Background: an optimization exercise with open tools, aiming at a short achievable clock period and few clock cycles. Do not read the settings as production practice.
In this exercise RTL edits were held to simulation tests only and were not proved equivalent to the original.

==> inputs of run a <==
Design CPUTop, start of the top module:
module CPUTop(
  input         clock,
  input         reset,
  input         run,
  output        done,
  output [15:0] imem_addr,
  input  [31:0] imem_rdata,
  output [15:0] dmem_addr,
  input  [31:0] dmem_rdata,
  output        dmem_we,
  output [31:0] dmem_wdata
);
  localparam [5:0] OP_JR=6'b000100, OP_JEQ=6'b000101, OP_JLT=6'b000110,
                   OP_LI=6'b001000, OP_SD=6'b001001, OP_LD=6'b001010, OP_ADDI=6'b010000,
                   OP_ADD=6'b010001, OP_SUB=6'b010010, OP_MULT=6'b100000, OP_END=6'b111111;
  reg        e1_end, e1_wen, e1_jr, e1_jeq, e1_jlt, e1_as, e1_sub, e1_mul, e1_li, e1_ld;
  reg [4:0]  e1_a;
  reg [15:0] e1_imm;
  reg [31:0] e1_ra, e1_rb, e1_op2;
  reg [31:0] e1_x1;                   
  reg        e2_wen, e2_jr, e2_jeq, e2_jlt, e2_as, e2_sub, e2_mul, e2_li, e2_ld;
  reg        e2_chb, e2_chc;          
  reg        e2_cheq, e2_eqall;       
  reg [31:0] e2_y;
  reg [4:0]  e2_a;
  reg [15:0] e2_imm;
  reg [31:0] e2_ra, e2_rb, e2_op2;
  reg        m_sd, m_s2, m_cha;
  reg [15:0] m_addr;
  reg [31:0] m_data;
  reg [31:0] mul_x, mul_y;
  reg [15:0] seq;                     
  reg [15:0] t1p1, t2p1;              
  wire taken1 = e1_jr | (e1_jeq & (e1_ra == e1_rb)) | (e1_jlt & (e1_ra < e1_rb));
  wire [31:0] x1 = e1_x1;
  wire [31:0] z  = e1_rb ^ x1 ^ e2_y;
  wire [31:0] cz = {(e1_rb[30:0] & x1[30:0]) | ((e1_rb[30:0] | x1[30:0]) & z[30:0]), e1_sub};
  wire ceq = e2_eqall | (z == cz);
  wire eq2 = e2_cheq ? ceq : (e2_ra == e2_rb);
  wire taken2 = e2_jr | (e2_jeq & eq2) | (e2_jlt & (e2_ra < e2_rb));
  wire [15:0] seq1 = seq + 16'h1;
  wire [15:0] seq2 = seq + 16'h2;
  assign imem_addr = taken1 ? e1_imm : taken2 ? e2_imm : seq;
  wire [31:0] sum1 = e1_rb + (e1_op2 ^ {32{e1_sub}}) + {31'h0, e1_sub};
  ...
clock: 17.5 ns
lec_check: 0
abc_clock_period_in_ps: 4000
cap_margin: 20
core_margin: 2
core_utilization: 30
min_routing_layer: met2
place_density: 0.5
setup_slack_margin: 5
slew_margin: 20
standard.sh (not shown) runs the stock make flow with config.mk's settings and CLKGATE_MAP_FILE= SYNTH_SCRIPT=/design/flow/synth_recipe.tcl, a recipe that flattens the netlist after the stock synthesis.
==> flow/flow/run.sh <==
#!/bin/bash
# The standard layout, with the resizer asked to leave 10 ns of setup slack
# at the design's 17.5 ns clock (the SDC is unchanged), the pins of the
# run/reset -> dmem_we path placed side by side, and more global-routing
# iterations against congestion.
set -euo pipefail
bash standard.sh SETUP_SLACK_MARGIN=10 PRE_IO_PLACEMENT_TCL=$PWD/flow/io.tcl \
  "GLOBAL_ROUTE_ARGS=-congestion_iterations 100 -congestion_report_iter_step 5 -verbose" \
  finish > standard.log 2>&1
==> flow/flow/io.tcl <==
# Keep the pins of the one path from inputs straight to an output together:
# dmem_we depends on run and reset in the same cycle.
set_io_pin_constraint -group -order -pin_names {reset run dmem_we}
==> run b: changes against run a <==
==> flow/flow/run.sh (replaced) <==
#!/bin/bash
# The standard layout, with the resizer asked to leave 10 ns of setup slack
# at the design's 17.5 ns clock (the SDC is unchanged), the pins of the
# run/reset -> dmem_we path placed side by side, global routing steered off
# met1/met2, and more global-routing iterations against congestion.
set -euo pipefail
bash standard.sh SETUP_SLACK_MARGIN=10 PRE_IO_PLACEMENT_TCL=$PWD/flow/io.tcl \
  FASTROUTE_TCL=$PWD/flow/fastroute.tcl \
  "GLOBAL_ROUTE_ARGS=-congestion_iterations 100 -congestion_report_iter_step 5 -verbose" \
  finish > standard.log 2>&1
==> flow/flow/fastroute.tcl (new file) <==
# Global routing resources: keep most of met1 (pin access) and some of met2
# free, so that the global router moves wires up to met3-met5.
set_global_routing_layer_adjustment met1 0.6
set_global_routing_layer_adjustment met2 0.35
set_global_routing_layer_adjustment met3-met5 0.15
set_routing_layers -clock met3-met5
set_routing_layers -signal met1-met5
- CELL_PAD_IN_SITES_DETAIL_PLACEMENT: unset -> 1
- CELL_PAD_IN_SITES_GLOBAL_PLACEMENT: unset -> 1
- CORE_UTILIZATION: 30 -> 25
- MIN_ROUTING_LAYER: met2 -> unset
- PLACE_DENSITY: 0.5 -> 0.45
==> qor summary <==
DIE HEIGHT: run b 1.10 mm; run a 1.00 mm
Fraction of the mapped netlist area in compound gates: run b 0.158; run a 0.158
Total instance count after detailed placement: run b 38671; run a 36020
Post-place setup slack: run b 5.76 ns; run a 6.70 ns
GPL Wtd Cong: run b 1.16; run a 1.32
Count of state elements after synthesis: run b 4363; run a 4363
Post-Syn Area per Cell: run b 12.6 um2; run a 12.6 um2
H-tree level count: run b 6; run a 6
Starting density of the core: run b 0.250; run a 0.301
Placed cell areas: run b 0.325 mm2; run a 0.321 mm2
DPL Wire Length: run b 1570 mm; run a 1660 mm
Number of buffers inserted by post-CTS setup repair: run b 775; run a 527
Number of synthesis warnings: run b 2; run a 2
Mux cell area share after synthesis: run b 0.245; run a 0.245
Outcome: run b stopped before the end; run a stopped before the end
Failing step: run b global routing (5_1_grt); run a global routing (5_1_grt)
Die width: run b 1.10 mm; run a 1.00 mm
Placement Rows: run b 401; run a 366
Resized cells post-CTS: run b 2388; run a 1596
Count of mapped cells out of synthesis: run b 23621; run a 23621
Number of buffers inserted during clock tree synthesis: run b 576; run a 572
Testbench counts of run a, summed over its fixed seeds: cycles 101,777.
Testbench counts of run b, summed over its fixed seeds: cycles 101,777.
